This is an optimization exercise on Yosys and OpenROAD, whose aim is small area and a short achievable clock period, not a production implementation. The RTL was checked by simulation tests, not by an equivalence proof against the original design. No activity file was given, so power comes from the tool's default toggle rates.

`flow/design.v`:
```
module vedicmult_16bit(input [15:0] a, b,
input clk, reset,
output reg [31:0] out);
wire pp0_0;
wire pp0_1;
wire pp0_2;
wire pp0_3;
wire pp0_4;
wire pp0_5;
wire pp0_6;
wire pp0_7;
wire pp0_8;
wire pp0_9;
wire pp0_10;
wire pp0_11;
wire pp0_12;
wire pp0_13;
wire pp0_14;
wire pp0_15;
wire pp1_0;
wire pp1_1;
wire pp1_2;
wire pp1_3;
wire pp1_4;
wire pp1_5;
wire pp1_6;
wire pp1_7;
wire pp1_8;
wire pp1_9;
wire pp1_10;
wire pp1_11;
wire pp1_12;
wire pp1_13;
wire pp1_14;
wire pp1_15;
wire pp2_0;
wire pp2_1;
wire pp2_2;
wire pp2_3;
wire pp2_4;
wire pp2_5;
wire pp2_6;
wire pp2_7;
wire pp2_8;
wire pp2_9;
wire pp2_10;
wire pp2_11;
wire pp2_12;
wire pp2_13;
wire pp2_14;
wire pp2_15;
wire pp3_0;
wire pp3_1;
wire pp3_2;
wire pp3_3;
wire pp3_4;
wire pp3_5;
wire pp3_6;
wire pp3_7;
wire pp3_8;
wire pp3_9;
wire pp3_10;
wire pp3_11;
wire pp3_12;
wire pp3_13;
wire pp3_14;
wire pp3_15;
wire pp4_0;
wire pp4_1;
wire pp4_2;
wire pp4_3;
wire pp4_4;
wire pp4_5;
wire pp4_6;
wire pp4_7;
wire pp4_8;
wire pp4_9;
wire pp4_10;
wire pp4_11;
wire pp4_12;
wire pp4_13;
wire pp4_14;
wire pp4_15;
wire pp5_0;
wire pp5_1;
wire pp5_2;
wire pp5_3;
wire pp5_4;
wire pp5_5;
wire pp5_6;
wire pp5_7;
wire pp5_8;
wire pp5_9;
wire pp5_10;
wire pp5_11;
wire pp5_12;
wire pp5_13;
wire pp5_14;
wire pp5_15;
wire pp6_0;
wire pp6_1;
wire pp6_2;
wire pp6_3;
wire pp6_4;
wire pp6_5;
wire pp6_6;
wire pp6_7;
wire pp6_8;
wire pp6_9;
wire pp6_10;
wire pp6_11;
wire pp6_12;
wire pp6_13;
wire pp6_14;
wire pp6_15;
wire pp7_0;
wire pp7_1;
wire pp7_2;
wire pp7_3;
wire pp7_4;
wire pp7_5;
wire pp7_6;
wire pp7_7;
wire pp7_8;
wire pp7_9;
wire pp7_10;
wire pp7_11;
wire pp7_12;
wire pp7_13;
wire pp7_14;
wire pp7_15;
wire pp8_0;
wire pp8_1;
wire pp8_2;
wire pp8_3;
wire pp8_4;
wire pp8_5;
wire pp8_6;
wire pp8_7;
wire pp8_8;
wire pp8_9;
wire pp8_10;
wire pp8_11;
wire pp8_12;
wire pp8_13;
wire pp8_14;
wire pp8_15;
wire pp9_0;
wire pp9_1;
wire pp9_2;
wire pp9_3;
wire pp9_4;
wire pp9_5;
wire pp9_6;
wire pp9_7;
wire pp9_8;
wire pp9_9;
wire pp9_10;
wire pp9_11;
wire pp9_12;
wire pp9_13;
wire pp9_14;
wire pp9_15;
wire pp10_0;
wire pp10_1;
wire pp10_2;
wire pp10_3;
wire pp10_4;
wire pp10_5;
wire pp10_6;
wire pp10_7;
wire pp10_8;
wire pp10_9;
wire pp10_10;
wire pp10_11;
wire pp10_12;
wire pp10_13;
wire pp10_14;
wire pp10_15;
wire pp11_0;
wire pp11_1;
wire pp11_2;
wire pp11_3;
wire pp11_4;
wire pp11_5;
wire pp11_6;
wire pp11_7;
wire pp11_8;
wire pp11_9;
wire pp11_10;
wire pp11_11;
wire pp11_12;
wire pp11_13;
wire pp11_14;
wire pp11_15;
wire pp12_0;
wire pp12_1;
wire pp12_2;
wire pp12_3;
wire pp12_4;
wire pp12_5;
wire pp12_6;
wire pp12_7;
wire pp12_8;
wire pp12_9;
wire pp12_10;
wire pp12_11;
wire pp12_12;
wire pp12_13;
wire pp12_14;
wire pp12_15;
wire pp13_0;
wire pp13_1;
wire pp13_2;
wire pp13_3;
wire pp13_4;
wire pp13_5;
wire pp13_6;
wire pp13_7;
wire pp13_8;
wire pp13_9;
wire pp13_10;
wire pp13_11;
wire pp13_12;
wire pp13_13;
wire pp13_14;
wire pp13_15;
wire pp14_0;
wire pp14_1;
wire pp14_2;
wire pp14_3;
wire pp14_4;
wire pp14_5;
wire pp14_6;
wire pp14_7;
wire pp14_8;
wire pp14_9;
wire pp14_10;
wire pp14_11;
wire pp14_12;
wire pp14_13;
wire pp14_14;
wire pp14_15;
wire pp15_0;
wire pp15_1;
wire pp15_2;
wire pp15_3;
wire pp15_4;
wire pp15_5;
wire pp15_6;
wire pp15_7;
wire pp15_8;
wire pp15_9;
wire pp15_10;
wire pp15_11;
wire pp15_12;
wire pp15_13;
wire pp15_14;
wire pp15_15;
wire s1;
wire c2;
wire s3;
wire c4;
wire s5;
wire c6;
wire s7;
wire c8;
wire s9;
wire c10;
wire s11;
wire c12;
wire s13;
wire c14;
wire s15;
wire c16;
wire s17;
wire c18;
wire s19;
wire c20;
wire s21;
wire c22;
wire s23;
wire c24;
wire s25;
wire c26;
wire s27;
wire c28;
wire s29;
wire c30;
wire s31;
wire c32;
wire s33;
wire c34;
wire s35;
wire c36;
wire s37;
wire c38;
wire s39;
wire c40;
wire s41;
wire c42;
wire s43;
wire c44;
wire s45;
wire c46;
wire s47;
wire c48;
wire s49;
wire c50;
wire s51;
wire c52;
wire s53;
wire c54;
wire s55;
wire c56;
wire s57;
wire c58;
wire s59;
wire c60;
wire s61;
wire c62;
wire s63;
wire c64;
wire s65;
wire c66;
wire s67;
wire c68;
wire s69;
wire c70;
wire s71;
wire c72;
wire s73;
wire c74;
wire s75;
wire c76;
wire s77;
wire c78;
wire s79;
wire c80;
wire s81;
wire c82;
wire s83;
wire c84;
wire s85;
wire c86;
wire s87;
wire c88;
wire s89;
wire c90;
wire s91;
wire c92;
wire s93;
wire c94;
wire s95;
wire c96;
wire s97;
wire c98;
wire s99;
wire c100;
wire s101;
wire c102;
wire s103;
wire c104;
wire s105;
wire c106;
wire s107;
wire c108;
wire s109;
wire c110;
wire s111;
wire c112;
wire s113;
wire c114;
wire s115;
wire c116;
wire s117;
wire c118;
wire s119;
wire c120;
wire s121;
wire c122;
wire s123;
wire c124;
wire s125;
wire c126;
wire s127;
wire c128;
wire s129;
wire c130;
wire s131;
wire c132;
wire s133;
wire c134;
wire s135;
wire c136;
wire s137;
wire c138;
wire s139;
wire c140;
wire s141;
wire c142;
wire s143;
wire c144;
wire s145;
wire c146;
wire s147;
wire c148;
wire s149;
wire c150;
wire s151;
wire c152;
wire s153;
wire c154;
wire s155;
wire c156;
wire s157;
wire c158;
wire s159;
wire c160;
wire s161;
wire c162;
wire s163;
wire c164;
wire s165;
wire c166;
wire s167;
wire c168;
wire s169;
wire c170;
wire s171;
wire c172;
wire s173;
wire c174;
wire s175;
wire c176;
wire s177;
wire c178;
wire s179;
wire c180;
wire s181;
wire c182;
wire s183;
wire c184;
wire s185;
wire c186;
wire s187;
wire c188;
wire s189;
wire c190;
wire s191;
wire c192;
wire s193;
wire c194;
wire s195;
wire c196;
wire s197;
wire c198;
wire s199;
wire c200;
wire s201;
wire c202;
wire s203;
wire c204;
wire s205;
wire c206;
wire s207;
wire c208;
wire s209;
wire c210;
wire s211;
wire c212;
wire s213;
wire c214;
wire s215;
wire c216;
wire s217;
wire c218;
wire s219;
wire c220;
wire s221;
wire c222;
wire s223;
wire c224;
wire s225;
wire c226;
wire s227;
wire c228;
wire s229;
wire c230;
wire s231;
wire c232;
wire s233;
wire c234;
wire s235;
wire c236;
wire s237;
wire c238;
wire s239;
wire c240;
wire s241;
wire c242;
wire s243;
wire c244;
wire s245;
wire c246;
wire s247;
wire c248;
wire s249;
wire c250;
wire s251;
wire c252;
wire s253;
wire c254;
wire s255;
wire c256;
wire s257;
wire c258;
wire s259;
wire c260;
wire s261;
wire c262;
wire s263;
wire c264;
wire s265;
wire c266;
wire s267;
wire c268;
wire s269;
wire c270;
wire s271;
wire c272;
wire s273;
wire c274;
wire s275;
wire c276;
wire s277;
wire c278;
wire s279;
wire c280;
wire s281;
wire c282;
wire s283;
wire c284;
wire s285;
wire c286;
wire s287;
wire c288;
wire s289;
wire c290;
wire s291;
wire c292;
wire s293;
wire c294;
wire s295;
wire c296;
wire s297;
wire c298;
wire s299;
wire c300;
wire s301;
wire c302;
wire s303;
wire c304;
wire s305;
wire c306;
wire s307;
wire c308;
wire s309;
wire c310;
wire s311;
wire c312;
wire s313;
wire c314;
wire s315;
wire c316;
wire s317;
wire c318;
wire s319;
wire c320;
wire s321;
wire c322;
wire s323;
wire c324;
wire s325;
wire c326;
wire s327;
wire c328;
wire s329;
wire c330;
wire s331;
wire c332;
wire s333;
wire c334;
wire s335;
wire c336;
wire s337;
wire c338;
wire s339;
wire c340;
wire s341;
wire c342;
wire s343;
wire c344;
wire s345;
wire c346;
wire s347;
wire c348;
wire s349;
wire c350;
wire s351;
wire c352;
wire s353;
wire c354;
wire s355;
wire c356;
wire s357;
wire c358;
wire s359;
wire c360;
wire s361;
wire c362;
wire s363;
wire c364;
wire s365;
wire c366;
wire s367;
wire c368;
wire s369;
wire c370;
wire s371;
wire c372;
wire s373;
wire c374;
wire s375;
wire c376;
wire s377;
wire c378;
wire s379;
wire c380;
wire s381;
wire c382;
wire s383;
wire c384;
wire s385;
wire c386;
wire s387;
wire c388;
wire s389;
wire c390;
wire s391;
wire c392;
wire s393;
wire c394;
wire s395;
wire c396;
wire s397;
wire c398;
wire s399;
wire c400;
wire s401;
wire c402;
wire s403;
wire c404;
wire s405;
wire c406;
wire s407;
wire c408;
wire s409;
wire c410;
wire s411;
wire c412;
wire s413;
wire c414;
wire s415;
wire c416;
wire s417;
wire c418;
wire s419;
wire c420;
wire s421;
wire c422;
wire s423;
wire c424;
wire s425;
wire c426;
wire s427;
wire c428;
wire s429;
wire c430;
wire s431;
wire c432;
wire s433;
wire c434;
wire s435;
wire c436;
wire ci437;
wire p438;
wire g439;
wire p440;
wire p441;
wire g442;
wire p443;
wire p444;
wire g445;
wire p446;
wire p447;
wire p448;
wire g449;
wire p450;
wire g451;
wire p452;
wire g453;
wire p454;
wire g455;
wire p456;
wire g457;
wire p458;
wire g459;
wire p460;
wire g461;
wire p462;
wire g463;
wire p464;
wire g465;
wire p466;
wire g467;
wire p468;
wire g469;
wire p470;
wire g471;
wire p472;
wire g473;
wire p474;
wire g475;
wire p476;
wire p477;
wire g478;
wire g479;
wire p480;
wire g481;
wire p482;
wire g483;
wire p484;
wire g485;
wire p486;
wire g487;
wire p488;
wire g489;
wire p490;
wire g491;
wire p492;
wire g493;
wire p494;
wire g495;
wire p496;
wire g497;
wire p498;
wire g499;
wire p500;
wire g501;
wire p502;
wire g503;
wire p504;
wire g505;
wire p506;
wire g507;
wire p508;
wire g509;
wire p510;
wire g511;
wire p512;
wire g513;
wire p514;
wire g515;
wire p516;
wire g517;
wire p518;
wire g519;
wire p520;
wire g521;
wire p522;
wire g523;
wire p524;
wire g525;
wire p526;
wire g527;
wire p528;
wire g529;
wire p530;
wire g531;
wire p532;
wire g533;
wire p534;
wire g535;
wire p536;
wire g537;
wire p538;
wire g539;
wire p540;
wire g541;
wire p542;
wire g543;
wire p544;
wire g545;
wire p546;
wire g547;
wire p548;
wire g549;
wire p550;
wire g551;
wire p552;
wire g553;
wire p554;
wire g555;
wire p556;
wire g557;
wire p558;
wire g559;
wire p560;
wire g561;
wire p562;
wire g563;
wire p564;
wire g565;
wire p566;
wire g567;
wire p568;
wire g569;
wire p570;
wire g571;
wire p572;
wire g573;
wire p574;
wire o575;
wire o576;
wire o577;
wire o578;
wire o579;
wire o580;
wire o581;
wire o582;
wire o583;
wire o584;
wire o585;
wire o586;
wire o587;
wire o588;
wire o589;
wire o590;
wire o591;
wire o592;
wire o593;
wire o594;
wire o595;
wire o596;
wire o597;
assign pp0_0 = ~(a[0] & b[0]);
assign pp0_1 = ~(a[1] & b[0]);
assign pp0_2 = ~(a[2] & b[0]);
assign pp0_3 = ~(a[3] & b[0]);
assign pp0_4 = ~(a[4] & b[0]);
assign pp0_5 = ~(a[5] & b[0]);
assign pp0_6 = ~(a[6] & b[0]);
assign pp0_7 = ~(a[7] & b[0]);
assign pp0_8 = ~(a[8] & b[0]);
assign pp0_9 = ~(a[9] & b[0]);
assign pp0_10 = ~(a[10] & b[0]);
assign pp0_11 = ~(a[11] & b[0]);
assign pp0_12 = ~(a[12] & b[0]);
assign pp0_13 = ~(a[13] & b[0]);
assign pp0_14 = ~(a[14] & b[0]);
assign pp0_15 = ~(a[15] & b[0]);
assign pp1_0 = ~(a[0] & b[1]);
assign pp1_1 = ~(a[1] & b[1]);
assign pp1_2 = ~(a[2] & b[1]);
assign pp1_3 = ~(a[3] & b[1]);
assign pp1_4 = ~(a[4] & b[1]);
assign pp1_5 = ~(a[5] & b[1]);
assign pp1_6 = ~(a[6] & b[1]);
assign pp1_7 = ~(a[7] & b[1]);
assign pp1_8 = ~(a[8] & b[1]);
assign pp1_9 = ~(a[9] & b[1]);
assign pp1_10 = ~(a[10] & b[1]);
assign pp1_11 = ~(a[11] & b[1]);
assign pp1_12 = ~(a[12] & b[1]);
assign pp1_13 = ~(a[13] & b[1]);
assign pp1_14 = ~(a[14] & b[1]);
assign pp1_15 = ~(a[15] & b[1]);
assign pp2_0 = ~(a[0] & b[2]);
assign pp2_1 = ~(a[1] & b[2]);
assign pp2_2 = ~(a[2] & b[2]);
assign pp2_3 = ~(a[3] & b[2]);
assign pp2_4 = ~(a[4] & b[2]);
assign pp2_5 = ~(a[5] & b[2]);
assign pp2_6 = ~(a[6] & b[2]);
assign pp2_7 = ~(a[7] & b[2]);
assign pp2_8 = ~(a[8] & b[2]);
assign pp2_9 = ~(a[9] & b[2]);
assign pp2_10 = ~(a[10] & b[2]);
assign pp2_11 = ~(a[11] & b[2]);
assign pp2_12 = ~(a[12] & b[2]);
assign pp2_13 = ~(a[13] & b[2]);
assign pp2_14 = ~(a[14] & b[2]);
assign pp2_15 = ~(a[15] & b[2]);
assign pp3_0 = ~(a[0] & b[3]);
assign pp3_1 = ~(a[1] & b[3]);
assign pp3_2 = ~(a[2] & b[3]);
assign pp3_3 = ~(a[3] & b[3]);
assign pp3_4 = ~(a[4] & b[3]);
assign pp3_5 = ~(a[5] & b[3]);
assign pp3_6 = ~(a[6] & b[3]);
assign pp3_7 = ~(a[7] & b[3]);
assign pp3_8 = ~(a[8] & b[3]);
assign pp3_9 = ~(a[9] & b[3]);
assign pp3_10 = ~(a[10] & b[3]);
assign pp3_11 = ~(a[11] & b[3]);
assign pp3_12 = ~(a[12] & b[3]);
assign pp3_13 = ~(a[13] & b[3]);
assign pp3_14 = ~(a[14] & b[3]);
assign pp3_15 = ~(a[15] & b[3]);
assign pp4_0 = ~(a[0] & b[4]);
assign pp4_1 = ~(a[1] & b[4]);
assign pp4_2 = ~(a[2] & b[4]);
assign pp4_3 = ~(a[3] & b[4]);
assign pp4_4 = ~(a[4] & b[4]);
assign pp4_5 = ~(a[5] & b[4]);
assign pp4_6 = ~(a[6] & b[4]);
assign pp4_7 = ~(a[7] & b[4]);
assign pp4_8 = ~(a[8] & b[4]);
assign pp4_9 = ~(a[9] & b[4]);
assign pp4_10 = ~(a[10] & b[4]);
assign pp4_11 = ~(a[11] & b[4]);
assign pp4_12 = ~(a[12] & b[4]);
assign pp4_13 = ~(a[13] & b[4]);
assign pp4_14 = ~(a[14] & b[4]);
assign pp4_15 = ~(a[15] & b[4]);
assign pp5_0 = ~(a[0] & b[5]);
assign pp5_1 = ~(a[1] & b[5]);
assign pp5_2 = ~(a[2] & b[5]);
assign pp5_3 = ~(a[3] & b[5]);
assign pp5_4 = ~(a[4] & b[5]);
assign pp5_5 = ~(a[5] & b[5]);
assign pp5_6 = ~(a[6] & b[5]);
assign pp5_7 = ~(a[7] & b[5]);
assign pp5_8 = ~(a[8] & b[5]);
assign pp5_9 = ~(a[9] & b[5]);
assign pp5_10 = ~(a[10] & b[5]);
assign pp5_11 = ~(a[11] & b[5]);
assign pp5_12 = ~(a[12] & b[5]);
assign pp5_13 = ~(a[13] & b[5]);
assign pp5_14 = ~(a[14] & b[5]);
assign pp5_15 = ~(a[15] & b[5]);
assign pp6_0 = ~(a[0] & b[6]);
assign pp6_1 = ~(a[1] & b[6]);
assign pp6_2 = ~(a[2] & b[6]);
assign pp6_3 = ~(a[3] & b[6]);
assign pp6_4 = ~(a[4] & b[6]);
assign pp6_5 = ~(a[5] & b[6]);
assign pp6_6 = ~(a[6] & b[6]);
assign pp6_7 = ~(a[7] & b[6]);
assign pp6_8 = ~(a[8] & b[6]);
assign pp6_9 = ~(a[9] & b[6]);
assign pp6_10 = ~(a[10] & b[6]);
assign pp6_11 = ~(a[11] & b[6]);
assign pp6_12 = ~(a[12] & b[6]);
assign pp6_13 = ~(a[13] & b[6]);
assign pp6_14 = ~(a[14] & b[6]);
assign pp6_15 = ~(a[15] & b[6]);
assign pp7_0 = ~(a[0] & b[7]);
assign pp7_1 = ~(a[1] & b[7]);
assign pp7_2 = ~(a[2] & b[7]);
assign pp7_3 = ~(a[3] & b[7]);
assign pp7_4 = ~(a[4] & b[7]);
assign pp7_5 = ~(a[5] & b[7]);
assign pp7_6 = ~(a[6] & b[7]);
assign pp7_7 = ~(a[7] & b[7]);
assign pp7_8 = ~(a[8] & b[7]);
assign pp7_9 = ~(a[9] & b[7]);
assign pp7_10 = ~(a[10] & b[7]);
assign pp7_11 = ~(a[11] & b[7]);
assign pp7_12 = ~(a[12] & b[7]);
assign pp7_13 = ~(a[13] & b[7]);
assign pp7_14 = ~(a[14] & b[7]);
assign pp7_15 = ~(a[15] & b[7]);
assign pp8_0 = ~(a[0] & b[8]);
assign pp8_1 = ~(a[1] & b[8]);
assign pp8_2 = ~(a[2] & b[8]);
assign pp8_3 = ~(a[3] & b[8]);
assign pp8_4 = ~(a[4] & b[8]);
assign pp8_5 = ~(a[5] & b[8]);
assign pp8_6 = ~(a[6] & b[8]);
assign pp8_7 = ~(a[7] & b[8]);
assign pp8_8 = ~(a[8] & b[8]);
assign pp8_9 = ~(a[9] & b[8]);
assign pp8_10 = ~(a[10] & b[8]);
assign pp8_11 = ~(a[11] & b[8]);
assign pp8_12 = ~(a[12] & b[8]);
assign pp8_13 = ~(a[13] & b[8]);
assign pp8_14 = ~(a[14] & b[8]);
assign pp8_15 = ~(a[15] & b[8]);
assign pp9_0 = ~(a[0] & b[9]);
assign pp9_1 = ~(a[1] & b[9]);
assign pp9_2 = ~(a[2] & b[9]);
assign pp9_3 = ~(a[3] & b[9]);
assign pp9_4 = ~(a[4] & b[9]);
assign pp9_5 = ~(a[5] & b[9]);
assign pp9_6 = ~(a[6] & b[9]);
assign pp9_7 = ~(a[7] & b[9]);
assign pp9_8 = ~(a[8] & b[9]);
assign pp9_9 = ~(a[9] & b[9]);
assign pp9_10 = ~(a[10] & b[9]);
assign pp9_11 = ~(a[11] & b[9]);
assign pp9_12 = ~(a[12] & b[9]);
assign pp9_13 = ~(a[13] & b[9]);
assign pp9_14 = ~(a[14] & b[9]);
assign pp9_15 = ~(a[15] & b[9]);
assign pp10_0 = ~(a[0] & b[10]);
assign pp10_1 = ~(a[1] & b[10]);
assign pp10_2 = ~(a[2] & b[10]);
assign pp10_3 = ~(a[3] & b[10]);
assign pp10_4 = ~(a[4] & b[10]);
assign pp10_5 = ~(a[5] & b[10]);
assign pp10_6 = ~(a[6] & b[10]);
assign pp10_7 = ~(a[7] & b[10]);
assign pp10_8 = ~(a[8] & b[10]);
assign pp10_9 = ~(a[9] & b[10]);
assign pp10_10 = ~(a[10] & b[10]);
assign pp10_11 = ~(a[11] & b[10]);
assign pp10_12 = ~(a[12] & b[10]);
assign pp10_13 = ~(a[13] & b[10]);
assign pp10_14 = ~(a[14] & b[10]);
assign pp10_15 = ~(a[15] & b[10]);
assign pp11_0 = ~(a[0] & b[11]);
assign pp11_1 = ~(a[1] & b[11]);
assign pp11_2 = ~(a[2] & b[11]);
assign pp11_3 = ~(a[3] & b[11]);
assign pp11_4 = ~(a[4] & b[11]);
assign pp11_5 = ~(a[5] & b[11]);
assign pp11_6 = ~(a[6] & b[11]);
assign pp11_7 = ~(a[7] & b[11]);
assign pp11_8 = ~(a[8] & b[11]);
assign pp11_9 = ~(a[9] & b[11]);
assign pp11_10 = ~(a[10] & b[11]);
assign pp11_11 = ~(a[11] & b[11]);
assign pp11_12 = ~(a[12] & b[11]);
assign pp11_13 = ~(a[13] & b[11]);
assign pp11_14 = ~(a[14] & b[11]);
assign pp11_15 = ~(a[15] & b[11]);
assign pp12_0 = ~(a[0] & b[12]);
assign pp12_1 = ~(a[1] & b[12]);
assign pp12_2 = ~(a[2] & b[12]);
assign pp12_3 = ~(a[3] & b[12]);
assign pp12_4 = ~(a[4] & b[12]);
assign pp12_5 = ~(a[5] & b[12]);
assign pp12_6 = ~(a[6] & b[12]);
assign pp12_7 = ~(a[7] & b[12]);
assign pp12_8 = ~(a[8] & b[12]);
assign pp12_9 = ~(a[9] & b[12]);
assign pp12_10 = ~(a[10] & b[12]);
assign pp12_11 = ~(a[11] & b[12]);
assign pp12_12 = ~(a[12] & b[12]);
assign pp12_13 = ~(a[13] & b[12]);
assign pp12_14 = ~(a[14] & b[12]);
assign pp12_15 = ~(a[15] & b[12]);
assign pp13_0 = ~(a[0] & b[13]);
assign pp13_1 = ~(a[1] & b[13]);
assign pp13_2 = ~(a[2] & b[13]);
assign pp13_3 = ~(a[3] & b[13]);
assign pp13_4 = ~(a[4] & b[13]);
assign pp13_5 = ~(a[5] & b[13]);
assign pp13_6 = ~(a[6] & b[13]);
assign pp13_7 = ~(a[7] & b[13]);
assign pp13_8 = ~(a[8] & b[13]);
assign pp13_9 = ~(a[9] & b[13]);
assign pp13_10 = ~(a[10] & b[13]);
assign pp13_11 = ~(a[11] & b[13]);
assign pp13_12 = ~(a[12] & b[13]);
assign pp13_13 = ~(a[13] & b[13]);
assign pp13_14 = ~(a[14] & b[13]);
assign pp13_15 = ~(a[15] & b[13]);
assign pp14_0 = ~(a[0] & b[14]);
assign pp14_1 = ~(a[1] & b[14]);
assign pp14_2 = ~(a[2] & b[14]);
assign pp14_3 = ~(a[3] & b[14]);
assign pp14_4 = ~(a[4] & b[14]);
assign pp14_5 = ~(a[5] & b[14]);
assign pp14_6 = ~(a[6] & b[14]);
assign pp14_7 = ~(a[7] & b[14]);
assign pp14_8 = ~(a[8] & b[14]);
assign pp14_9 = ~(a[9] & b[14]);
assign pp14_10 = ~(a[10] & b[14]);
assign pp14_11 = ~(a[11] & b[14]);
assign pp14_12 = ~(a[12] & b[14]);
assign pp14_13 = ~(a[13] & b[14]);
assign pp14_14 = ~(a[14] & b[14]);
assign pp14_15 = ~(a[15] & b[14]);
assign pp15_0 = ~(a[0] & b[15]);
assign pp15_1 = ~(a[1] & b[15]);
assign pp15_2 = ~(a[2] & b[15]);
assign pp15_3 = ~(a[3] & b[15]);
assign pp15_4 = ~(a[4] & b[15]);
assign pp15_5 = ~(a[5] & b[15]);
assign pp15_6 = ~(a[6] & b[15]);
assign pp15_7 = ~(a[7] & b[15]);
assign pp15_8 = ~(a[8] & b[15]);
assign pp15_9 = ~(a[9] & b[15]);
assign pp15_10 = ~(a[10] & b[15]);
assign pp15_11 = ~(a[11] & b[15]);
assign pp15_12 = ~(a[12] & b[15]);
assign pp15_13 = ~(a[13] & b[15]);
assign pp15_14 = ~(a[14] & b[15]);
assign pp15_15 = ~(a[15] & b[15]);
FA u_s1 (.x(pp0_2), .y(pp1_1), .z(pp2_0), .s(s1), .c(c2));
FA u_s3 (.x(pp0_3), .y(pp1_2), .z(pp2_1), .s(s3), .c(c4));
FA u_s5 (.x(pp3_0), .y(c2), .z(s3), .s(s5), .c(c6));
FA u_s7 (.x(pp0_4), .y(pp1_3), .z(pp2_2), .s(s7), .c(c8));
FA u_s9 (.x(pp3_1), .y(pp4_0), .z(c4), .s(s9), .c(c10));
FA u_s11 (.x(s7), .y(c6), .z(s9), .s(s11), .c(c12));
FA u_s13 (.x(pp0_5), .y(pp1_4), .z(pp2_3), .s(s13), .c(c14));
FA u_s15 (.x(pp3_2), .y(pp4_1), .z(pp5_0), .s(s15), .c(c16));
FA u_s17 (.x(c8), .y(s13), .z(s15), .s(s17), .c(c18));
FA u_s19 (.x(c10), .y(s17), .z(c12), .s(s19), .c(c20));
FA u_s21 (.x(pp0_6), .y(pp1_5), .z(pp2_4), .s(s21), .c(c22));
FA u_s23 (.x(pp3_3), .y(pp4_2), .z(pp5_1), .s(s23), .c(c24));
FA u_s25 (.x(pp6_0), .y(c14), .z(c16), .s(s25), .c(c26));
FA u_s27 (.x(s21), .y(s23), .z(c18), .s(s27), .c(c28));
FA u_s29 (.x(s25), .y(s27), .z(c20), .s(s29), .c(c30));
FA u_s31 (.x(pp0_7), .y(pp1_6), .z(pp2_5), .s(s31), .c(c32));
FA u_s33 (.x(pp3_4), .y(pp4_3), .z(pp5_2), .s(s33), .c(c34));
FA u_s35 (.x(pp6_1), .y(pp7_0), .z(c22), .s(s35), .c(c36));
FA u_s37 (.x(c24), .y(s31), .z(s33), .s(s37), .c(c38));
FA u_s39 (.x(c26), .y(s35), .z(s37), .s(s39), .c(c40));
FA u_s41 (.x(c28), .y(s39), .z(c30), .s(s41), .c(c42));
FA u_s43 (.x(pp0_8), .y(pp1_7), .z(pp2_6), .s(s43), .c(c44));
FA u_s45 (.x(pp3_5), .y(pp4_4), .z(pp5_3), .s(s45), .c(c46));
FA u_s47 (.x(pp6_2), .y(pp7_1), .z(pp8_0), .s(s47), .c(c48));
FA u_s49 (.x(c32), .y(c34), .z(s43), .s(s49), .c(c50));
FA u_s51 (.x(s45), .y(s47), .z(c36), .s(s51), .c(c52));
FA u_s53 (.x(c38), .y(s49), .z(s51), .s(s53), .c(c54));
XN2 u_s55 (.x(c40), .y(s53), .o(s55));
OR2 u_c56 (.x(c40), .y(s53), .o(c56));
FA u_s57 (.x(pp0_9), .y(pp1_8), .z(pp2_7), .s(s57), .c(c58));
FA u_s59 (.x(pp3_6), .y(pp4_5), .z(pp5_4), .s(s59), .c(c60));
FA u_s61 (.x(pp6_3), .y(pp7_2), .z(pp8_1), .s(s61), .c(c62));
FA u_s63 (.x(pp9_0), .y(c44), .z(c46), .s(s63), .c(c64));
FA u_s65 (.x(c48), .y(s57), .z(s59), .s(s65), .c(c66));
FA u_s67 (.x(s61), .y(c50), .z(s63), .s(s67), .c(c68));
FA u_s69 (.x(s65), .y(c52), .z(s67), .s(s69), .c(c70));
FA u_s71 (.x(c54), .y(s69), .z(c56), .s(s71), .c(c72));
FA u_s73 (.x(pp0_10), .y(pp1_9), .z(pp2_8), .s(s73), .c(c74));
FA u_s75 (.x(pp3_7), .y(pp4_6), .z(pp5_5), .s(s75), .c(c76));
FA u_s77 (.x(pp6_4), .y(pp7_3), .z(pp8_2), .s(s77), .c(c78));
FA u_s79 (.x(pp9_1), .y(pp10_0), .z(c58), .s(s79), .c(c80));
FA u_s81 (.x(c60), .y(c62), .z(s73), .s(s81), .c(c82));
FA u_s83 (.x(s75), .y(s77), .z(c64), .s(s83), .c(c84));
FA u_s85 (.x(s79), .y(c66), .z(s81), .s(s85), .c(c86));
FA u_s87 (.x(c68), .y(s83), .z(s85), .s(s87), .c(c88));
XN2 u_s89 (.x(c70), .y(s87), .o(s89));
OR2 u_c90 (.x(c70), .y(s87), .o(c90));
FA u_s91 (.x(pp0_11), .y(pp1_10), .z(pp2_9), .s(s91), .c(c92));
FA u_s93 (.x(pp3_8), .y(pp4_7), .z(pp5_6), .s(s93), .c(c94));
FA u_s95 (.x(pp6_5), .y(pp7_4), .z(pp8_3), .s(s95), .c(c96));
FA u_s97 (.x(pp9_2), .y(pp10_1), .z(pp11_0), .s(s97), .c(c98));
FA u_s99 (.x(c74), .y(c76), .z(c78), .s(s99), .c(c100));
FA u_s101 (.x(s91), .y(s93), .z(s95), .s(s101), .c(c102));
FA u_s103 (.x(s97), .y(c80), .z(c82), .s(s103), .c(c104));
FA u_s105 (.x(s99), .y(s101), .z(c84), .s(s105), .c(c106));
FA u_s107 (.x(s103), .y(c86), .z(s105), .s(s107), .c(c108));
FA u_s109 (.x(c88), .y(c90), .z(s107), .s(s109), .c(c110));
FA u_s111 (.x(pp0_12), .y(pp1_11), .z(pp2_10), .s(s111), .c(c112));
FA u_s113 (.x(pp3_9), .y(pp4_8), .z(pp5_7), .s(s113), .c(c114));
FA u_s115 (.x(pp6_6), .y(pp7_5), .z(pp8_4), .s(s115), .c(c116));
FA u_s117 (.x(pp9_3), .y(pp10_2), .z(pp11_1), .s(s117), .c(c118));
FA u_s119 (.x(pp12_0), .y(c92), .z(c94), .s(s119), .c(c120));
FA u_s121 (.x(c96), .y(c98), .z(s111), .s(s121), .c(c122));
FA u_s123 (.x(s113), .y(s115), .z(s117), .s(s123), .c(c124));
FA u_s125 (.x(c100), .y(c102), .z(s119), .s(s125), .c(c126));
FA u_s127 (.x(s121), .y(s123), .z(c104), .s(s127), .c(c128));
FA u_s129 (.x(s125), .y(c106), .z(s127), .s(s129), .c(c130));
XN2 u_s131 (.x(c108), .y(s129), .o(s131));
OR2 u_c132 (.x(c108), .y(s129), .o(c132));
FA u_s133 (.x(pp0_13), .y(pp1_12), .z(pp2_11), .s(s133), .c(c134));
FA u_s135 (.x(pp3_10), .y(pp4_9), .z(pp5_8), .s(s135), .c(c136));
FA u_s137 (.x(pp6_7), .y(pp7_6), .z(pp8_5), .s(s137), .c(c138));
FA u_s139 (.x(pp9_4), .y(pp10_3), .z(pp11_2), .s(s139), .c(c140));
FA u_s141 (.x(pp12_1), .y(pp13_0), .z(c112), .s(s141), .c(c142));
FA u_s143 (.x(c114), .y(c116), .z(c118), .s(s143), .c(c144));
FA u_s145 (.x(s133), .y(s135), .z(s137), .s(s145), .c(c146));
FA u_s147 (.x(s139), .y(c120), .z(c122), .s(s147), .c(c148));
FA u_s149 (.x(s141), .y(c124), .z(s143), .s(s149), .c(c150));
FA u_s151 (.x(s145), .y(c126), .z(s147), .s(s151), .c(c152));
FA u_s153 (.x(s149), .y(c128), .z(s151), .s(s153), .c(c154));
FA u_s155 (.x(c130), .y(s153), .z(c132), .s(s155), .c(c156));
FA u_s157 (.x(pp0_14), .y(pp1_13), .z(pp2_12), .s(s157), .c(c158));
FA u_s159 (.x(pp3_11), .y(pp4_10), .z(pp5_9), .s(s159), .c(c160));
FA u_s161 (.x(pp6_8), .y(pp7_7), .z(pp8_6), .s(s161), .c(c162));
FA u_s163 (.x(pp9_5), .y(pp10_4), .z(pp11_3), .s(s163), .c(c164));
FA u_s165 (.x(pp12_2), .y(pp13_1), .z(pp14_0), .s(s165), .c(c166));
FA u_s167 (.x(c134), .y(c136), .z(c138), .s(s167), .c(c168));
FA u_s169 (.x(c140), .y(s157), .z(s159), .s(s169), .c(c170));
FA u_s171 (.x(s161), .y(s163), .z(s165), .s(s171), .c(c172));
FA u_s173 (.x(c142), .y(c144), .z(c146), .s(s173), .c(c174));
FA u_s175 (.x(s167), .y(s169), .z(s171), .s(s175), .c(c176));
FA u_s177 (.x(c148), .y(c150), .z(s173), .s(s177), .c(c178));
FA u_s179 (.x(s175), .y(c152), .z(s177), .s(s179), .c(c180));
XN2 u_s181 (.x(c154), .y(s179), .o(s181));
OR2 u_c182 (.x(c154), .y(s179), .o(c182));
FA u_s183 (.x(pp0_15), .y(pp1_14), .z(pp2_13), .s(s183), .c(c184));
FA u_s185 (.x(pp3_12), .y(pp4_11), .z(pp5_10), .s(s185), .c(c186));
FA u_s187 (.x(pp6_9), .y(pp7_8), .z(pp8_7), .s(s187), .c(c188));
FA u_s189 (.x(pp9_6), .y(pp10_5), .z(pp11_4), .s(s189), .c(c190));
FA u_s191 (.x(pp12_3), .y(pp13_2), .z(pp14_1), .s(s191), .c(c192));
FA u_s193 (.x(pp15_0), .y(c158), .z(c160), .s(s193), .c(c194));
FA u_s195 (.x(c162), .y(c164), .z(c166), .s(s195), .c(c196));
FA u_s197 (.x(s183), .y(s185), .z(s187), .s(s197), .c(c198));
FA u_s199 (.x(s189), .y(s191), .z(c168), .s(s199), .c(c200));
FA u_s201 (.x(c170), .y(c172), .z(s193), .s(s201), .c(c202));
FA u_s203 (.x(s195), .y(s197), .z(c174), .s(s203), .c(c204));
FA u_s205 (.x(s199), .y(s201), .z(c176), .s(s205), .c(c206));
FA u_s207 (.x(s203), .y(c178), .z(s205), .s(s207), .c(c208));
FA u_s209 (.x(c180), .y(s207), .z(c182), .s(s209), .c(c210));
FA u_s211 (.x(pp1_15), .y(pp2_14), .z(pp3_13), .s(s211), .c(c212));
FA u_s213 (.x(pp4_12), .y(pp5_11), .z(pp6_10), .s(s213), .c(c214));
FA u_s215 (.x(pp7_9), .y(pp8_8), .z(pp9_7), .s(s215), .c(c216));
FA u_s217 (.x(pp10_6), .y(pp11_5), .z(pp12_4), .s(s217), .c(c218));
FA u_s219 (.x(pp13_3), .y(pp14_2), .z(pp15_1), .s(s219), .c(c220));
FA u_s221 (.x(c184), .y(c186), .z(c188), .s(s221), .c(c222));
FA u_s223 (.x(c190), .y(c192), .z(s211), .s(s223), .c(c224));
FA u_s225 (.x(s213), .y(s215), .z(s217), .s(s225), .c(c226));
FA u_s227 (.x(s219), .y(c194), .z(c196), .s(s227), .c(c228));
FA u_s229 (.x(c198), .y(s221), .z(s223), .s(s229), .c(c230));
FA u_s231 (.x(s225), .y(c200), .z(c202), .s(s231), .c(c232));
FA u_s233 (.x(s227), .y(s229), .z(c204), .s(s233), .c(c234));
FA u_s235 (.x(s231), .y(c206), .z(s233), .s(s235), .c(c236));
FA u_s237 (.x(c208), .y(s235), .z(c210), .s(s237), .c(c238));
FA u_s239 (.x(pp2_15), .y(pp3_14), .z(pp4_13), .s(s239), .c(c240));
FA u_s241 (.x(pp5_12), .y(pp6_11), .z(pp7_10), .s(s241), .c(c242));
FA u_s243 (.x(pp8_9), .y(pp9_8), .z(pp10_7), .s(s243), .c(c244));
FA u_s245 (.x(pp11_6), .y(pp12_5), .z(pp13_4), .s(s245), .c(c246));
FA u_s247 (.x(pp14_3), .y(pp15_2), .z(c212), .s(s247), .c(c248));
FA u_s249 (.x(c214), .y(c216), .z(c218), .s(s249), .c(c250));
FA u_s251 (.x(c220), .y(s239), .z(s241), .s(s251), .c(c252));
FA u_s253 (.x(s243), .y(s245), .z(c222), .s(s253), .c(c254));
FA u_s255 (.x(c224), .y(s247), .z(c226), .s(s255), .c(c256));
FA u_s257 (.x(s249), .y(s251), .z(c228), .s(s257), .c(c258));
FA u_s259 (.x(s253), .y(c230), .z(s255), .s(s259), .c(c260));
FA u_s261 (.x(c232), .y(s257), .z(s259), .s(s261), .c(c262));
FA u_s263 (.x(c234), .y(s261), .z(c236), .s(s263), .c(c264));
FA u_s265 (.x(pp3_15), .y(pp4_14), .z(pp5_13), .s(s265), .c(c266));
FA u_s267 (.x(pp6_12), .y(pp7_11), .z(pp8_10), .s(s267), .c(c268));
FA u_s269 (.x(pp9_9), .y(pp10_8), .z(pp11_7), .s(s269), .c(c270));
FA u_s271 (.x(pp12_6), .y(pp13_5), .z(pp14_4), .s(s271), .c(c272));
FA u_s273 (.x(pp15_3), .y(c240), .z(c242), .s(s273), .c(c274));
FA u_s275 (.x(c244), .y(c246), .z(s265), .s(s275), .c(c276));
FA u_s277 (.x(s267), .y(s269), .z(s271), .s(s277), .c(c278));
FA u_s279 (.x(c248), .y(c250), .z(c252), .s(s279), .c(c280));
FA u_s281 (.x(s273), .y(s275), .z(s277), .s(s281), .c(c282));
FA u_s283 (.x(c254), .y(c256), .z(s279), .s(s283), .c(c284));
FA u_s285 (.x(s281), .y(c258), .z(c260), .s(s285), .c(c286));
FA u_s287 (.x(s283), .y(c262), .z(s285), .s(s287), .c(c288));
FA u_s289 (.x(pp4_15), .y(pp5_14), .z(pp6_13), .s(s289), .c(c290));
FA u_s291 (.x(pp7_12), .y(pp8_11), .z(pp9_10), .s(s291), .c(c292));
FA u_s293 (.x(pp10_9), .y(pp11_8), .z(pp12_7), .s(s293), .c(c294));
FA u_s295 (.x(pp13_6), .y(pp14_5), .z(pp15_4), .s(s295), .c(c296));
FA u_s297 (.x(c266), .y(c268), .z(c270), .s(s297), .c(c298));
FA u_s299 (.x(c272), .y(s289), .z(s291), .s(s299), .c(c300));
FA u_s301 (.x(s293), .y(s295), .z(c274), .s(s301), .c(c302));
FA u_s303 (.x(c276), .y(c278), .z(s297), .s(s303), .c(c304));
FA u_s305 (.x(s299), .y(c280), .z(s301), .s(s305), .c(c306));
FA u_s307 (.x(c282), .y(s303), .z(c284), .s(s307), .c(c308));
FA u_s309 (.x(s305), .y(c286), .z(s307), .s(s309), .c(c310));
FA u_s311 (.x(pp5_15), .y(pp6_14), .z(pp7_13), .s(s311), .c(c312));
FA u_s313 (.x(pp8_12), .y(pp9_11), .z(pp10_10), .s(s313), .c(c314));
FA u_s315 (.x(pp11_9), .y(pp12_8), .z(pp13_7), .s(s315), .c(c316));
FA u_s317 (.x(pp14_6), .y(pp15_5), .z(c290), .s(s317), .c(c318));
FA u_s319 (.x(c292), .y(c294), .z(c296), .s(s319), .c(c320));
FA u_s321 (.x(s311), .y(s313), .z(s315), .s(s321), .c(c322));
FA u_s323 (.x(c298), .y(s317), .z(c300), .s(s323), .c(c324));
FA u_s325 (.x(s319), .y(s321), .z(c302), .s(s325), .c(c326));
FA u_s327 (.x(c304), .y(s323), .z(s325), .s(s327), .c(c328));
FA u_s329 (.x(c306), .y(c308), .z(s327), .s(s329), .c(c330));
FA u_s331 (.x(pp6_15), .y(pp7_14), .z(pp8_13), .s(s331), .c(c332));
FA u_s333 (.x(pp9_12), .y(pp10_11), .z(pp11_10), .s(s333), .c(c334));
FA u_s335 (.x(pp12_9), .y(pp13_8), .z(pp14_7), .s(s335), .c(c336));
FA u_s337 (.x(pp15_6), .y(c312), .z(c314), .s(s337), .c(c338));
FA u_s339 (.x(c316), .y(s331), .z(s333), .s(s339), .c(c340));
FA u_s341 (.x(s335), .y(c318), .z(c320), .s(s341), .c(c342));
FA u_s343 (.x(c322), .y(s337), .z(s339), .s(s343), .c(c344));
FA u_s345 (.x(c324), .y(s341), .z(s343), .s(s345), .c(c346));
FA u_s347 (.x(c326), .y(s345), .z(c328), .s(s347), .c(c348));
FA u_s349 (.x(pp7_15), .y(pp8_14), .z(pp9_13), .s(s349), .c(c350));
FA u_s351 (.x(pp10_12), .y(pp11_11), .z(pp12_10), .s(s351), .c(c352));
FA u_s353 (.x(pp13_9), .y(pp14_8), .z(pp15_7), .s(s353), .c(c354));
FA u_s355 (.x(c332), .y(c334), .z(c336), .s(s355), .c(c356));
FA u_s357 (.x(s349), .y(s351), .z(s353), .s(s357), .c(c358));
FA u_s359 (.x(c338), .y(c340), .z(s355), .s(s359), .c(c360));
FA u_s361 (.x(s357), .y(c342), .z(c344), .s(s361), .c(c362));
FA u_s363 (.x(s359), .y(c346), .z(s361), .s(s363), .c(c364));
FA u_s365 (.x(pp8_15), .y(pp9_14), .z(pp10_13), .s(s365), .c(c366));
FA u_s367 (.x(pp11_12), .y(pp12_11), .z(pp13_10), .s(s367), .c(c368));
FA u_s369 (.x(pp14_9), .y(pp15_8), .z(c350), .s(s369), .c(c370));
FA u_s371 (.x(c352), .y(c354), .z(s365), .s(s371), .c(c372));
FA u_s373 (.x(s367), .y(c356), .z(s369), .s(s373), .c(c374));
FA u_s375 (.x(c358), .y(s371), .z(c360), .s(s375), .c(c376));
FA u_s377 (.x(s373), .y(c362), .z(s375), .s(s377), .c(c378));
FA u_s379 (.x(pp9_15), .y(pp10_14), .z(pp11_13), .s(s379), .c(c380));
FA u_s381 (.x(pp12_12), .y(pp13_11), .z(pp14_10), .s(s381), .c(c382));
FA u_s383 (.x(pp15_9), .y(c366), .z(c368), .s(s383), .c(c384));
FA u_s385 (.x(s379), .y(s381), .z(c370), .s(s385), .c(c386));
FA u_s387 (.x(c372), .y(s383), .z(s385), .s(s387), .c(c388));
FA u_s389 (.x(c374), .y(s387), .z(c376), .s(s389), .c(c390));
FA u_s391 (.x(pp10_15), .y(pp11_14), .z(pp12_13), .s(s391), .c(c392));
FA u_s393 (.x(pp13_12), .y(pp14_11), .z(pp15_10), .s(s393), .c(c394));
FA u_s395 (.x(c380), .y(c382), .z(s391), .s(s395), .c(c396));
FA u_s397 (.x(s393), .y(c384), .z(s395), .s(s397), .c(c398));
FA u_s399 (.x(c386), .y(s397), .z(c388), .s(s399), .c(c400));
FA u_s401 (.x(pp11_15), .y(pp12_14), .z(pp13_13), .s(s401), .c(c402));
FA u_s403 (.x(pp14_12), .y(pp15_11), .z(c392), .s(s403), .c(c404));
FA u_s405 (.x(c394), .y(s401), .z(c396), .s(s405), .c(c406));
FA u_s407 (.x(s403), .y(c398), .z(s405), .s(s407), .c(c408));
FA u_s409 (.x(pp12_15), .y(pp13_14), .z(pp14_13), .s(s409), .c(c410));
FA u_s411 (.x(pp15_12), .y(c402), .z(s409), .s(s411), .c(c412));
FA u_s413 (.x(c404), .y(s411), .z(c406), .s(s413), .c(c414));
FA u_s415 (.x(pp13_15), .y(pp14_14), .z(pp15_13), .s(s415), .c(c416));
FA u_s417 (.x(c410), .y(s415), .z(c412), .s(s417), .c(c418));
FA u_s419 (.x(pp14_15), .y(pp15_14), .z(c416), .s(s419), .c(c420));
XN2 u_s421 (.x(pp0_1), .y(pp1_0), .o(s421));
OR2 u_c422 (.x(pp0_1), .y(pp1_0), .o(c422));
XN2 u_s423 (.x(s1), .y(c422), .o(s423));
OR2 u_c424 (.x(s1), .y(c422), .o(c424));
XN2 u_s425 (.x(s5), .y(c424), .o(s425));
OR2 u_c426 (.x(s5), .y(c424), .o(c426));
XN2 u_s427 (.x(s11), .y(c426), .o(s427));
OR2 u_c428 (.x(s11), .y(c426), .o(c428));
XN2 u_s429 (.x(s19), .y(c428), .o(s429));
OR2 u_c430 (.x(s19), .y(c428), .o(c430));
XN2 u_s431 (.x(s29), .y(c430), .o(s431));
OR2 u_c432 (.x(s29), .y(c430), .o(c432));
XN2 u_s433 (.x(s41), .y(c432), .o(s433));
OR2 u_c434 (.x(s41), .y(c432), .o(c434));
FA u_s435 (.x(c42), .y(s55), .z(c434), .s(s435), .c(c436));
assign ci437 = ~c436;
assign p438 = ~s71;
NR2 u_g439 (.x(c72), .y(s89), .o(g439));
X2 u_p440 (.x(c72), .y(s89), .o(p440));
assign p441 = ~s109;
NR2 u_g442 (.x(c110), .y(s131), .o(g442));
X2 u_p443 (.x(c110), .y(s131), .o(p443));
assign p444 = ~s155;
NR2 u_g445 (.x(c156), .y(s181), .o(g445));
X2 u_p446 (.x(c156), .y(s181), .o(p446));
assign p447 = ~s209;
assign p448 = ~s237;
NR2 u_g449 (.x(c238), .y(s263), .o(g449));
X2 u_p450 (.x(c238), .y(s263), .o(p450));
NR2 u_g451 (.x(c264), .y(s287), .o(g451));
X2 u_p452 (.x(c264), .y(s287), .o(p452));
NR2 u_g453 (.x(c288), .y(s309), .o(g453));
X2 u_p454 (.x(c288), .y(s309), .o(p454));
NR2 u_g455 (.x(c310), .y(s329), .o(g455));
X2 u_p456 (.x(c310), .y(s329), .o(p456));
NR2 u_g457 (.x(c330), .y(s347), .o(g457));
X2 u_p458 (.x(c330), .y(s347), .o(p458));
NR2 u_g459 (.x(c348), .y(s363), .o(g459));
X2 u_p460 (.x(c348), .y(s363), .o(p460));
NR2 u_g461 (.x(c364), .y(s377), .o(g461));
X2 u_p462 (.x(c364), .y(s377), .o(p462));
NR2 u_g463 (.x(c378), .y(s389), .o(g463));
X2 u_p464 (.x(c378), .y(s389), .o(p464));
NR2 u_g465 (.x(c390), .y(s399), .o(g465));
X2 u_p466 (.x(c390), .y(s399), .o(p466));
NR2 u_g467 (.x(c400), .y(s407), .o(g467));
X2 u_p468 (.x(c400), .y(s407), .o(p468));
NR2 u_g469 (.x(c408), .y(s413), .o(g469));
X2 u_p470 (.x(c408), .y(s413), .o(p470));
NR2 u_g471 (.x(c414), .y(s417), .o(g471));
X2 u_p472 (.x(c414), .y(s417), .o(p472));
NR2 u_g473 (.x(c418), .y(s419), .o(g473));
X2 u_p474 (.x(c418), .y(s419), .o(p474));
NR2 u_g475 (.x(pp15_15), .y(c420), .o(g475));
X2 u_p476 (.x(pp15_15), .y(c420), .o(p476));
assign p477 = 1'b0;
assign g478 = 1'b0 | (p438 & ci437);
assign g479 = g439 | (p440 & g478);
assign p480 = p440 & p438;
assign g481 = g442 | (p443 & 1'b0);
assign p482 = p443 & p441;
assign g483 = g445 | (p446 & 1'b0);
assign p484 = p446 & p444;
assign g485 = 1'b0 | (p448 & 1'b0);
assign p486 = p448 & p447;
assign g487 = g451 | (p452 & g449);
assign p488 = p452 & p450;
assign g489 = g455 | (p456 & g453);
assign p490 = p456 & p454;
assign g491 = g459 | (p460 & g457);
assign p492 = p460 & p458;
assign g493 = g463 | (p464 & g461);
assign p494 = p464 & p462;
assign g495 = g467 | (p468 & g465);
assign p496 = p468 & p466;
assign g497 = g471 | (p472 & g469);
assign p498 = p472 & p470;
assign g499 = g475 | (p476 & g473);
assign p500 = p476 & p474;
assign g501 = 1'b0 | (p441 & g479);
assign p502 = p441 & p480;
assign g503 = g481 | (p482 & g479);
assign p504 = p482 & p480;
assign g505 = 1'b0 | (p447 & g483);
assign p506 = p447 & p484;
assign g507 = g485 | (p486 & g483);
assign p508 = p486 & p484;
assign g509 = g453 | (p454 & g487);
assign p510 = p454 & p488;
assign g511 = g489 | (p490 & g487);
assign p512 = p490 & p488;
assign g513 = g461 | (p462 & g491);
assign p514 = p462 & p492;
assign g515 = g493 | (p494 & g491);
assign p516 = p494 & p492;
assign g517 = g469 | (p470 & g495);
assign p518 = p470 & p496;
assign g519 = g497 | (p498 & g495);
assign p520 = p498 & p496;
assign g521 = 1'b0 | (p477 & g499);
assign p522 = p477 & p500;
assign g523 = 1'b0 | (p444 & g503);
assign p524 = p444 & p504;
assign g525 = g483 | (p484 & g503);
assign p526 = p484 & p504;
assign g527 = g505 | (p506 & g503);
assign p528 = p506 & p504;
assign g529 = g507 | (p508 & g503);
assign p530 = p508 & p504;
assign g531 = g457 | (p458 & g511);
assign p532 = p458 & p512;
assign g533 = g491 | (p492 & g511);
assign p534 = p492 & p512;
assign g535 = g513 | (p514 & g511);
assign p536 = p514 & p512;
assign g537 = g515 | (p516 & g511);
assign p538 = p516 & p512;
assign g539 = g473 | (p474 & g519);
assign p540 = p474 & p520;
assign g541 = g499 | (p500 & g519);
assign p542 = p500 & p520;
assign g543 = g521 | (p522 & g519);
assign p544 = p522 & p520;
assign g545 = g449 | (p450 & g529);
assign p546 = p450 & p530;
assign g547 = g487 | (p488 & g529);
assign p548 = p488 & p530;
assign g549 = g509 | (p510 & g529);
assign p550 = p510 & p530;
assign g551 = g511 | (p512 & g529);
assign p552 = p512 & p530;
assign g553 = g531 | (p532 & g529);
assign p554 = p532 & p530;
assign g555 = g533 | (p534 & g529);
assign p556 = p534 & p530;
assign g557 = g535 | (p536 & g529);
assign p558 = p536 & p530;
assign g559 = g537 | (p538 & g529);
assign p560 = p538 & p530;
assign g561 = g465 | (p466 & g559);
assign p562 = p466 & p560;
assign g563 = g495 | (p496 & g559);
assign p564 = p496 & p560;
assign g565 = g517 | (p518 & g559);
assign p566 = p518 & p560;
assign g567 = g519 | (p520 & g559);
assign p568 = p520 & p560;
assign g569 = g539 | (p540 & g559);
assign p570 = p540 & p560;
assign g571 = g541 | (p542 & g559);
assign p572 = p542 & p560;
assign g573 = g543 | (p544 & g559);
assign p574 = p544 & p560;
assign o575 = p438 ^ ci437;
assign o576 = p440 ^ g478;
assign o577 = p441 ^ g479;
assign o578 = p443 ^ g501;
assign o579 = p444 ^ g503;
assign o580 = p446 ^ g523;
assign o581 = p447 ^ g525;
assign o582 = p448 ^ g527;
assign o583 = p450 ^ g529;
assign o584 = p452 ^ g545;
assign o585 = p454 ^ g547;
assign o586 = p456 ^ g549;
assign o587 = p458 ^ g551;
assign o588 = p460 ^ g553;
assign o589 = p462 ^ g555;
assign o590 = p464 ^ g557;
assign o591 = p466 ^ g559;
assign o592 = p468 ^ g561;
assign o593 = p470 ^ g563;
assign o594 = p472 ^ g565;
assign o595 = p474 ^ g567;
assign o596 = p476 ^ g569;
assign o597 = p477 ^ g571;
wire [31:0] prod = {o597, o596, o595, o594, o593, o592, o591, o590, o589, o588, o587, o586, o585, o584, o583, o582, o581, o580, o579, o578, o577, o576, o575, ~s435, ~s433, ~s431, ~s429, ~s427, ~s425, ~s423, ~s421, ~pp0_0};
always @(posedge clk) begin
  if (reset) out <= prod;
  else out <= 32'd0;
end
endmodule
module FA(input x, y, z, output s, c);
assign s = x ^ y ^ z;
assign c = (x & y) | (x & z) | (y & z);
endmodule
module XN2(input x, y, output o);
assign o = ~(x ^ y);
endmodule
module OR2(input x, y, output o);
assign o = x | y;
endmodule
module X2(input x, y, output o);
assign o = x ^ y;
endmodule
module NR2(input x, y, output o);
assign o = ~(x | y);
endmodule
```
`flow/run.sh`:
```
#!/bin/bash
# synth_recipe.tcl (not shown) runs the flow's synth.tcl, then flattens the netlist and writes it again
# the make line also repeats each setting of config.mk as NAME=value (left out here)
make -C /OpenROAD-flow-scripts/flow DESIGN_CONFIG=/design/flow/config.mk WORK_HOME=/design/flow/orfs CLKGATE_MAP_FILE= SYNTH_SCRIPT=/design/flow/synth_recipe.tcl finish
```
`flow/config.mk`:
```
export PLATFORM = sky130hd
export DESIGN_NAME = vedicmult_16bit
export DESIGN_NICKNAME = vedicmult_16bit
export VERILOG_FILES = /design/flow/design.v
export SDC_FILE = /design/flow/constraint.sdc
export NUM_CORES = 4
export LEC_CHECK = 0
export CAP_MARGIN = 20
export CORE_MARGIN = 2
export CORE_UTILIZATION = 40
export SLEW_MARGIN = 20
export SYNTH_HIERARCHICAL = 1
export SYNTH_MINIMUM_KEEP_SIZE = 0
```
`flow/constraint.sdc`:
```
create_clock -name core_clock -period 17.0 [get_ports {clk}]
set_input_delay 3.4000 -clock core_clock [delete_from_list [all_inputs] [get_ports {clk}]]
set_output_delay 3.4000 -clock core_clock [all_outputs]
set_load 0.01 [all_outputs]
```
==> summary.txt <==
## critical path, delay by kind of cell
| family | cells | cell delay, ns |
|---|---|---|
| adder cells (fa/ha/maj) | 10 | 3.56 |
| AO/OA/AOI/OAI | 2 | 0.65 |
| buffers and inverters | 2 | 1.06 |
| AND/OR/NAND/NOR | 7 | 1.42 |
## area by class of cell
class                   count  share of cell area (%)
inverters                   5                   0.234
well taps                 225                    3.52
flip-flops and latches     32                    8.00
multi-input cells         625                    78.2
clock buffers               8                    1.83
repair buffers             67                    8.25
## logic make-up after synthesis
logic type      Yosys count  synth area share (%)
fa+ha+maj               213                  58.9
simple gates            340                  20.2
compound gates           31                  3.18
buf+inv                  70                  3.67
xor+xnor                 36                  4.40
flops                    32                  8.94
mux                       5                 0.699
## cells in the mapped netlist, drive strengths merged
| library cell | n | area share (%) |
|---|---|---|
| nor2b | 9 | 0.79 |
| dfxtp | 32 | 8.9 |
| nor2 | 19 | 1.0 |
| a211o | 1 | 0.12 |
| o21bai | 1 | 0.10 |
| or3 | 2 | 0.17 |
| buf | 9 | 0.47 |
| a21oi | 8 | 0.56 |
| nand2 | 263 | 14 |
| and3 | 5 | 0.44 |
| xor2 | 24 | 2.9 |
| ha | 6 | 1.0 |
| or2 | 13 | 1.2 |
| a31oi | 2 | 0.17 |
| a31o | 1 | 0.24 |
| nand2b | 8 | 0.70 |
| and4 | 1 | 0.12 |
| a21o | 2 | 0.21 |
| nand3b | 1 | 0.10 |
| nor3 | 1 | 0.070 |
| a41o | 1 | 0.14 |
| clkbuf | 56 | 2.9 |
| mux2i | 5 | 0.70 |
| inv | 5 | 0.26 |
| o211ai | 2 | 0.21 |
| nand3 | 2 | 0.14 |
| nor4b | 1 | 0.33 |
| and3b | 1 | 0.12 |
| o22ai | 1 | 0.087 |
| xnor2 | 12 | 1.5 |
| a41oi | 1 | 0.23 |
| o21a | 2 | 0.21 |
| a221o | 1 | 0.14 |
| o21ai | 6 | 0.42 |
| and2 | 14 | 1.2 |
| fa | 207 | 58 |
| a21boi | 1 | 0.10 |
| o41ai | 1 | 0.23 |
## Yosys stat by module, one instance, submodules excluded
module / cells inside / flip-flops and latches
vedicmult_16bit: 464 / 32
NR2: 1 / 0
FA: 1 / 0
OR2: 1 / 0
XN2: 1 / 0
X2: 1 / 0
## worst paths after layout
check / from / to / slack, ns / depth (start not counted)
worst min-delay path: reset / out[28]$_SDFF_PN0_ / 3.62 / 3
worst max-delay path: a[1] / out[26]$_SDFF_PN0_ / 7.06 / 21
## routing by layer
layer	wire, um	up-vias
met5	0	-
met1	7060	2814
met3	1230	46
met2	9750	231
met4	680	0
li1	-	2206
## power groups by stage
stage | Combinational (mW) | Clock [mW] | Sequential, mW
final | 1.39 | 0.0899 | 0.121
after global routing | 1.58 | 0.0966 | 0.124
after CTS | 1.42 | 0.0935 | 0.121
after detailed placement | 1.41 | 0 | 0.122
after global placement | 1.38 | 0 | 0.122
after floorplan | 1.06 | 0 | 0.137
## stage by stage
stage               hold slack, ns  utilization, %  power [mW]  instance area, um^2  std cells
finish                        3.62            46.0        1.60                 8010        962
global route                  3.71            46.0        1.80                 8010        962
CTS                           4.26            46.0        1.63                 8010        962
detailed placement            4.13            45.2        1.53                 7870        954
global placement              4.14            45.2        1.51                 7870        954
floorplan                     3.55               -        1.20                 7160        727
## layout by cell type, fill, tap and decap left out, types with 5 or more instances in the layout
master,synthesis,layout
o21ai_0,6,6
nor2b_1,9,9
nand2b_1,8,8
nand2_1,263,263
xnor2_1,12,12
nor2_1,19,19
clkdlybuf4s50_1,0,64
dfxtp_1,32,32
xor2_1,24,24
mux2i_1,5,5
inv_1,5,5
a21oi_1,8,8
ha_1,6,6
and2_1,14,14
clkbuf_16,0,5
and3_1,5,5
or2_1,11,11
fa_1,207,207
==> flow_metrics.py <==
metrics = {
    "placed_design": {
        "gp_congestion": 0.889,
        "hpwl_um": 14100,
        "port_buffers": 65,
        "dpl_worst_slack_ns": 6.79,
    },
    "worst_setup_path": {
        "startpoint_type": "input pin",
        "cp_data_required_time_ns": 17.18,
        "crit_chain": "clkdlybuf4s50_1 -> nand2_1 -> fa_1 -> fa_1 -> fa_1 -> fa_1 -> fa_1 -> fa_1 -> or2_1 -> fa_1 -> inv_1 -> ha_1 -> ha_1 -> or2_4 -> a31o_4 -> nor4b_4 -> or2_4 -> a221o_1 -> ha_1 -> or3_1 -> and3_1",
        "cpMostUsedCell": "fa_1",
        "crit_path_max_fanout": 16,
        "crit_path_end_kind": "flip-flop",
        "cp_slowest_cell": "clkdlybuf4s50_1",
        "arrival_ns": 10.11,
        "cpPeakStageDelay_ns": 1.02,
        "crit_type": "in -> reg",
    },
    "layout": {
        "fillers": 1650,
        "diodes": 0,
        "largestRegisters": "out: 32 flops",
        "largest_reg_flops": 32,
        "top_register": "out",
        "final_nets": 983,
        "drive_gt1_share_pct": 2.04,
        "regArea_um2": 641,
        "area_growth_syn_to_layout_pct": 11.8,
        "multi_input_area_um2": 6260,
    },
    "grt": {
        "antenna_found_initial": 0,
        "met3_usage_pct": 3.79,
        "gr-max-usage-layer": "met2",
        "grt_overflow": 0,
        "first_global_vias": 5860,
        "gr-usage-met2_pct": 38.7,
        "gr-usage-met1_pct": 25.8,
        "grt.total_usage_pct": 21.6,
        "grt_pass1_wl_um": 30300,
        "grt_max_degree": 38,
    },
    "drt": {
        "routedWlPerCell_um": 19.5,
        "vias_per_cell": 5.51,
        "routed_wl_um": 18700,
        "drtAntennaViolNets": 0,
        "drtIter0Drc": 310,
        "drc": 0,
        "num_vias": 5297,
        "drt_pass1_iterations": 5,
    },
    "cts": {
        "cts_hold_buf": 0,
        "clock-root-buffer": "clkbuf_16",
        "cts_buffer_depth": 2,
        "cts_tree": "yes",
        "htreeDepth": 2,
        "cts_buffers": 5,
        "cts.clk_slew.worst_paths_ns": 0.05,
        "post_cts_buffers": 0,
        "postCtsResizedCells": 0,
        "clock-sinks": 32,
    },
    "logic_synthesis": {
        "syn_avg_cell_area_um2": 9.85,
        "ys_seq_area_share_pct": 8.94,
        "synth_seq_cells": 32,
        "synth_fp_nets": 974,
        "syn-cell-area_um2": 7160,
        "netlist_instances": 727,
        "synth_warnings": 7,
        "ys_types": 39,
    },
    "power_and_ir_drop": {
        "powerDensity_nw_per_um2": 200,
        "vdd_drop_max_mv": 0.136,
        "combPwrFrac_pct": 86.8,
        "swShare_pct": 48.9,
        "leakage_nw": 2.82,
        "p_clk_share_pct": 5.6,
        "internal_power_uw": 817,
        "p_switching_uw": 782,
        "seqPwrFrac_pct": 7.5,
    },
    "floorplanning": {
        "ios": 66,
        "die_h_um": 138,
        "start_util_pct": 41.1,
        "die_area_um2": 19000,
        "floorplan.rows": 48,
        "die_x_um": 138,
        "core_area_um2": 17400,
    },
    "timing": {
        "min_period_over_period_pct": 58.5,
        "tightest_slew_ns": 0.916,
        "max_slew_margin_pct": 38.7,
        "rsz0062_at_grt": "false",
        "finalHoldViolations": 0,
        "fin_ws_ns": 7.06,
        "post-route-min-period_ns": 9.94,
        "setup_viol": 0,
        "setup_tns_ns": 0,
        "max_freq_ghz": 0.101,
        "slew_viol_final": 0,
    },
    "hold_path": {
        "min_path_type": "in -> reg",
    },
    "flow_run": {
        "drv_cap": 0,
    },
    "outcome": {
        "outcome": "no timing/DRC/antenna violations",
    },
}

-- separate check: timing with driven ports --
The flow's constraints put no driver on any port. The routed layout listed below was extracted and timed again, unchanged, in two steps. Step 1 sets driving cells, clkbuf_16 on the clock port and buf_2 on the other inputs (assumed; they add their load-dependent delay and slew). Step 2 adds t to the input delays and takes it off the output delays; t is the mean of the earliest and latest rising clock arrival at the registers after step 1. Input paths then give back, and output paths get back, about the clock's delay inside the block. a / b / c = no drivers / after step 1 / after step 2; a / b = the first two.
t (ns): 0.327
setup WS [ns]: 7.063 / 7.066 / 6.739
latest minus earliest clock arrival (ns): 0.005 / 0.004
worst register clock-pin slew, ns: 0.05 / 0.05
cell pins on the clock port's net: 1
After both steps this run still meets setup and hold. For this run, drivers alone change the setup slack by +0.003 ns; drivers and shift together by -0.324 ns.
